Context: an optimization exercise on an open-source flow, tuned for small area, a short achievable clock period and few clock cycles per item. The choices shown serve that exercise and are no tape-out recipe. At most, simulation tests tie the RTL to the original design; equivalence was not proved. Power and IR drop assume default switching activity.

==> flow/design.v (excerpt) <==
module multiplier #(MANT_BITS=23, EXP_BITS=8)(
	input wire clk,
	input wire reset_n,
	input wire input_valid,
	input logic [EXP_BITS+MANT_BITS:0] in_a,
	input logic [EXP_BITS+MANT_BITS:0] in_b,
	output logic [EXP_BITS+MANT_BITS:0] data_out,
	output logic output_valid
);
For scale: ~2,000 cells after synthesis, ~100 I/O pins, roughly 0.020 mm^2 of cells after synthesis.
==> flow/config.mk <==
export PLATFORM = sky130hd
export DESIGN_NAME = multiplier
export DESIGN_NICKNAME = multiplier
export VERILOG_FILES = /design/flow/design.v
export SDC_FILE = /design/flow/constraint.sdc
export NUM_CORES = 4
export LEC_CHECK = 0
export CAP_MARGIN = 20
export CORE_MARGIN = 2
export CORE_UTILIZATION = 65
export SETUP_SLACK_MARGIN = 2.0
export SLEW_MARGIN = 20
export SYNTH_HIERARCHICAL = 1
==> flow/constraint.sdc <==
create_clock -name core_clock -period 8.0 [get_ports {clk}]
set_input_delay 1.6000 -clock core_clock [delete_from_list [all_inputs] [get_ports {clk}]]
set_output_delay 1.6000 -clock core_clock [all_outputs]
set_load 0.01 [all_outputs]
standard.sh (not shown) runs the stock make flow with config.mk's settings and CLKGATE_MAP_FILE= SYNTH_SCRIPT=/design/flow/synth_recipe.tcl, a recipe that flattens the netlist after the stock synthesis.
==> flow/flow/run.sh <==
#!/bin/bash
set -euo pipefail
export BUFFER_PORTS_ARGS="-buffer_cell sky130_fd_sc_hd__buf_4"
bash standard.sh > standard.log 2>&1
The first run passed the timing, design-rule and antenna checks.
Edit:
--- a/flow/design.v
+++ b/flow/design.v
@@ -1616,26 +1616,26 @@
 	mul_fa us1579 (c1406, s1493, c1492, s1579, c1580);
 	wire s1581, c1582;
 	mul_fa us1581 (s1413, c1494, s1495, s1581, c1582);
 	wire s1583, c1584;
 	mul_fa us1583 (c1414, s1497, c1496, s1583, c1584);
 	wire s1585, c1586;
 	mul_fa us1585 (c1416, s1499, c1498, s1585, c1586);
 	wire s1587, c1588;
 	mul_fa us1587 (pp552, pp575, c1500, s1587, c1588);
-wire [12:0] lo_sum = {1'b0, {c1518, c1516, c1514, c1512, c1510, c1508, c1506, c1504, c1502, pp49, pp2, pp1}} + {1'b0, {s1519, s1517, s1515, s1513, s1511, s1509, s1507, s1505, s1503, s1501, pp25, 1'b0}};
-logic [35:0] ra, rb;
+wire [16:0] lo_sum = {1'b0, {c1526, c1524, c1522, c1520, c1518, c1516, c1514, c1512, c1510, c1508, c1506, c1504, c1502, pp49, pp2, pp1}} + {1'b0, {s1527, s1525, s1523, s1521, s1519, s1517, s1515, s1513, s1511, s1509, s1507, s1505, s1503, s1501, pp25, 1'b0}};
+logic [31:0] ra, rb;
 logic rc;
 logic sgn, inf_r, zero_r;
 always_ff @(posedge clk) begin
-	ra <= {1'b0, pp576, s1587, s1585, c1582, s1581, c1578, c1576, c1574, s1573, c1570, c1568, c1566, c1564, c1562, s1561, c1558, c1556, c1554, c1552, c1550, c1548, c1546, c1544, c1542, c1540, c1538, c1536, c1534, c1532, c1530, c1528, c1526, c1524, c1522, c1520};
-	rb <= {1'b0, c1588, c1586, c1584, s1583, c1580, s1579, s1577, s1575, c1572, s1571, s1569, s1567, s1565, s1563, c1560, s1559, s1557, s1555, s1553, s1551, s1549, s1547, s1545, s1543, s1541, s1539, s1537, s1535, s1533, s1531, s1529, s1527, s1525, s1523, s1521};
-	rc <= lo_sum[12];
+	ra <= {1'b0, pp576, s1587, s1585, c1582, s1581, c1578, c1576, c1574, s1573, c1570, c1568, c1566, c1564, c1562, s1561, c1558, c1556, c1554, c1552, c1550, c1548, c1546, c1544, c1542, c1540, c1538, c1536, c1534, c1532, c1530, c1528};
+	rb <= {1'b0, c1588, c1586, c1584, s1583, c1580, s1579, s1577, s1575, c1572, s1571, s1569, s1567, s1565, s1563, c1560, s1559, s1557, s1555, s1553, s1551, s1549, s1547, s1545, s1543, s1541, s1539, s1537, s1535, s1533, s1531, s1529};
+	rc <= lo_sum[16];
 	sgn <= in_a[31] ^ in_b[31];
 	inf_r <= (ea == 8'hff) || (eb == 8'hff) || (esum >= 10'd382);
 	zero_r <= (za && in_a[22:0] == 0) || (zb && in_b[22:0] == 0) || (esum < 10'd128);
 	if (st == IDLE) begin
 		e <= 9'(esum - 10'd127);
 		s126_r <= (esum == 10'd128);
 	end else if (shifting)
 		e <= e - 9'd1;
 end
@@ -1646,23 +1646,23 @@
 	end else begin
 		output_valid <= (st == MUL) || (st == IDLE && input_valid && !slow);
 		case (st)
 			IDLE: if (input_valid && slow) st <= SHIFT;
 			SHIFT: if (!shifting) st <= MUL;
 			default: st <= IDLE;
 		endcase
 	end
 end
-wire [36:0] ps = {ra, 1'b1} + {rb, rc};    
-wire [35:0] p = ps[36:1];                     
-wire p47 = p[35];
-wire p46 = p[34];
-wire [22:0] mo = p47 ? p[34:12] : p[33:11];
+wire [32:0] ps = {ra, 1'b1} + {rb, rc};    
+wire [31:0] p = ps[32:1];                     
+wire p47 = p[31];
+wire p46 = p[30];
+wire [22:0] mo = p47 ? p[30:8] : p[29:7];
 wire [7:0] e1 = e[7:0] + 8'd1;
 wire [7:0] eo = p47 ? e1 : (s126_r && !p46) ? 8'd0 : e[7:0];
 assign data_out = {sgn, inf_r ? {8'hff, 23'd0} : zero_r ? 31'd0 : {eo, mo}};
 endmodule
 module mul_fa(input a, input b, input c, output s, output co);
 	assign s = a ^ b ^ c;
 	assign co = (a & b) | (a & c) | (b & c);
 endmodule
 module mul_bsel(input one, input two, input xi, input xim, output tn);
Non-clock buffer count climbs by 4.
Via count drops by about 1.7%.
Clock-buffer cell count is unchanged.
Final cell count drops by 1.0%.
Critical path depth climbs by 2.
Core utilization is about the same.
Die area drops by about 2%.
Maximum frequency climbs by about 1.3%.
Wire length drops by about 1.4%.
Worst setup slack gains 0.078 ns.
Cell area drops by about 1.2%.
Synthesized area drops by 2.0%.
Total power is about the same.
First-iteration DRC count climbs by about 22%.
Testbench counts after the change, summed over its fixed seeds: cycles 3,200, items 3,200.
No functional check of the RTL was part of the first run of this note.


lane 4:
multiplier, a different RTL version from the one above (not shown whole).
Size: about 2000 cells after synthesis, ~110 flip-flops, about 100 I/O pins.
// multiplier
module multiplier #(MANT_BITS=23, EXP_BITS=8)(
	input wire clk,
	input wire reset_n,
	input wire input_valid,
	input logic [EXP_BITS+MANT_BITS:0] in_a,
	input logic [EXP_BITS+MANT_BITS:0] in_b,
	output logic [EXP_BITS+MANT_BITS:0] data_out,
	output logic output_valid
);
localparam [1:0] IDLE = 2'd0, SHIFT = 2'd1, MUL = 2'd2;
logic [1:0] st;
logic [7:0] ea, eb;
logic za, zb;
logic [9:0] esum;               
logic slow;
assign ea = in_a[30:23];
assign eb = in_b[30:23];
assign za = (ea == 8'd0);
assign zb = (eb == 8'd0);
assign esum = {2'b0, ea | {7'b0, za}} + {2'b0, eb | {7'b0, zb}};
assign slow = (za & ~zb & (|in_a[22:0])) | (zb & ~za & (|in_b[22:0]));
logic [23:0] sh;                
logic        sh_a;              
logic [8:0]  e;                 
logic        s126_r;
wire shifting = (st == SHIFT) && !sh[23] && !e[8] && !s126_r;
always_ff @(posedge clk) begin
	if (st == IDLE) begin
		sh <= {1'b0, za ? in_a[22:0] : in_b[22:0]};
		sh_a <= za;
	end else if (shifting)
		sh <= sh << 1;
end
wire use_sh = (st == MUL);
wire [23:0] x = (use_sh && sh_a) ? sh : {~za, in_a[22:0]};
wire [23:0] y = (use_sh && !sh_a) ? sh : {~zb, in_b[22:0]};
	wire pp1 = x[0] & y[0];
	wire pp2 = x[0] & y[1];
	wire pp3 = x[0] & y[2];
	wire pp4 = x[0] & y[3];
	wire pp5 = x[0] & y[4];
	wire pp6 = x[0] & y[5];
  ...
export LEC_CHECK = 0
export CAP_MARGIN = 20
export CORE_MARGIN = 2
export CORE_UTILIZATION = 65
export SETUP_SLACK_MARGIN = 2.5
export SLEW_MARGIN = 20
export SYNTH_HIERARCHICAL = 1
create_clock -name core_clock -period 8.0 [get_ports {clk}]
Scripts as last shown in full above: flow/flow/run.sh
--- input diff lane 4..lane 3 ---
diff --git a/flow/design.v b/flow/design.v
--- a/flow/design.v
+++ b/flow/design.v
@@ -1617,24 +1617,24 @@
 	wire s1581, c1582;
 	mul_fa us1581 (c1410, s1495, c1494, s1581, c1582);
 	wire s1583, c1584;
 	mul_fa us1583 (c1414, s1497, c1496, s1583, c1584);
 	wire s1585, c1586;
 	mul_fa us1585 (c1416, s1499, c1498, s1585, c1586);
 	wire s1587, c1588;
 	mul_fa us1587 (pp552, pp575, c1500, s1587, c1588);
-wire [14:0] lo_sum = {1'b0, {c1522, c1520, c1518, c1516, c1514, c1512, c1510, c1508, c1506, c1504, c1502, pp49, pp2, pp1}} + {1'b0, {s1523, s1521, s1519, s1517, s1515, s1513, s1511, s1509, s1507, s1505, s1503, s1501, pp25, 1'b0}};
-logic [33:0] ra, rb;
+wire [16:0] lo_sum = {1'b0, {c1526, c1524, c1522, c1520, c1518, c1516, c1514, c1512, c1510, c1508, c1506, c1504, c1502, pp49, pp2, pp1}} + {1'b0, {s1527, s1525, s1523, s1521, s1519, s1517, s1515, s1513, s1511, s1509, s1507, s1505, s1503, s1501, pp25, 1'b0}};
+logic [31:0] ra, rb;
 logic rc;
 logic sgn, inf_r, zero_r;
 always_ff @(posedge clk) begin
-	ra <= {1'b0, pp576, s1587, s1585, s1583, s1581, c1578, c1576, s1575, s1573, c1570, c1568, c1566, c1564, s1563, s1561, c1558, c1556, c1554, c1552, c1550, c1548, c1546, c1544, c1542, c1540, c1538, c1536, c1534, c1532, c1530, c1528, c1526, c1524};
-	rb <= {1'b0, c1588, c1586, c1584, c1582, c1580, s1579, s1577, c1574, c1572, s1571, s1569, s1567, s1565, c1562, c1560, s1559, s1557, s1555, s1553, s1551, s1549, s1547, s1545, s1543, s1541, s1539, s1537, s1535, s1533, s1531, s1529, s1527, s1525};
-	rc <= lo_sum[14];
+	ra <= {1'b0, pp576, s1587, s1585, s1583, s1581, c1578, c1576, s1575, s1573, c1570, c1568, c1566, c1564, s1563, s1561, c1558, c1556, c1554, c1552, c1550, c1548, c1546, c1544, c1542, c1540, c1538, c1536, c1534, c1532, c1530, c1528};
+	rb <= {1'b0, c1588, c1586, c1584, c1582, c1580, s1579, s1577, c1574, c1572, s1571, s1569, s1567, s1565, c1562, c1560, s1559, s1557, s1555, s1553, s1551, s1549, s1547, s1545, s1543, s1541, s1539, s1537, s1535, s1533, s1531, s1529};
+	rc <= lo_sum[16];
 	sgn <= in_a[31] ^ in_b[31];
 	inf_r <= (ea == 8'hff) || (eb == 8'hff) || (esum >= 10'd382);
 	zero_r <= (za && in_a[22:0] == 0) || (zb && in_b[22:0] == 0) || (esum < 10'd128);
 	if (st == IDLE) begin
 		e <= 9'(esum - 10'd127);
 		s126_r <= (esum == 10'd128);
 	end else if (shifting)
 		e <= e - 9'd1;
@@ -1647,21 +1647,21 @@
 		output_valid <= (st == MUL) || (st == IDLE && input_valid && !slow);
 		case (st)
 			IDLE: if (input_valid && slow) st <= SHIFT;
 			SHIFT: if (!shifting) st <= MUL;
 			default: st <= IDLE;
 		endcase
 	end
 end
-wire [34:0] ps = {ra, 1'b1} + {rb, rc};    
-wire [33:0] p = ps[34:1];                     
-wire p47 = p[33];
-wire p46 = p[32];
-wire [22:0] mo = p47 ? p[32:10] : p[31:9];
+wire [32:0] ps = {ra, 1'b1} + {rb, rc};    
+wire [31:0] p = ps[32:1];                     
+wire p47 = p[31];
+wire p46 = p[30];
+wire [22:0] mo = p47 ? p[30:8] : p[29:7];
 wire [7:0] e1 = e[7:0] + 8'd1;
 wire [7:0] eo = p47 ? e1 : (s126_r && !p46) ? 8'd0 : e[7:0];
 assign data_out = {sgn, inf_r ? {8'hff, 23'd0} : zero_r ? 31'd0 : {eo, mo}};
 endmodule
 module mul_fa(input a, input b, input c, output s, output co);
 	assign s = a ^ b ^ c;
 	assign co = (a & b) | (a & c) | (b & c);
 endmodule
--- outcome ---
Per the comparison of lane 3 with lane 4, sum of internal, switching and leakage power now sits lower; die outline width shrank by about 1.1%. The share of synthesized area occupied by flip-flops and latches on lane 3 is in line with that on lane 4. Compared with lane 4, lane 3 ends up with less cell area. Lane 4 → lane 3: sequential share of layout area roughly the same; total vias in the final route lower; total detailed-routing wirelength lower; met1 wire length lower; latest clock arrival within the worst-skew pair higher. Lane 4 → lane 3: logic depth of the worst path, buffers included higher; number of inserted filler cells in the final layout higher.
Testbench counts of lane 3, summed over its fixed seeds: cycles 3,200, items 3,200.
No functional check of the RTL was part of lane 4.

[afterwards: timing with drivers on the ports]
The flow's constraints put no driver on any port. The routed layouts listed below were extracted and timed again, unchanged, in two steps.
Step 1 sets driving cells, clkbuf_16 on the clock port and buf_2 on the other inputs (assumed; they add their load-dependent delay and slew).
Step 2, shift: input delay + t, output delay - t, t = (earliest + latest rising clock arrival at the registers) / 2. This alone moves slack from input paths to output paths.
Slacks: ideal ports / drivers / drivers and shift; pairs: ideal ports / drivers.
run	t, ns	setup WS [ns]	pins driven straight from the clock port
the first run of note 1	0.441	2.088 / 2.107 / 1.666	1
the second run of note 1	0.436	2.165 / 2.195 / 1.760	1
lane 4	0.422	2.545 / 2.549 / 2.127	1
lane 3	0.445	2.491 / 2.519 / 2.075	1
After both steps setup and hold are still met in every run listed. The setup slack of the first run of note 1, which loses most, moves by +0.019 ns with the drivers and by -0.422 ns with both steps.
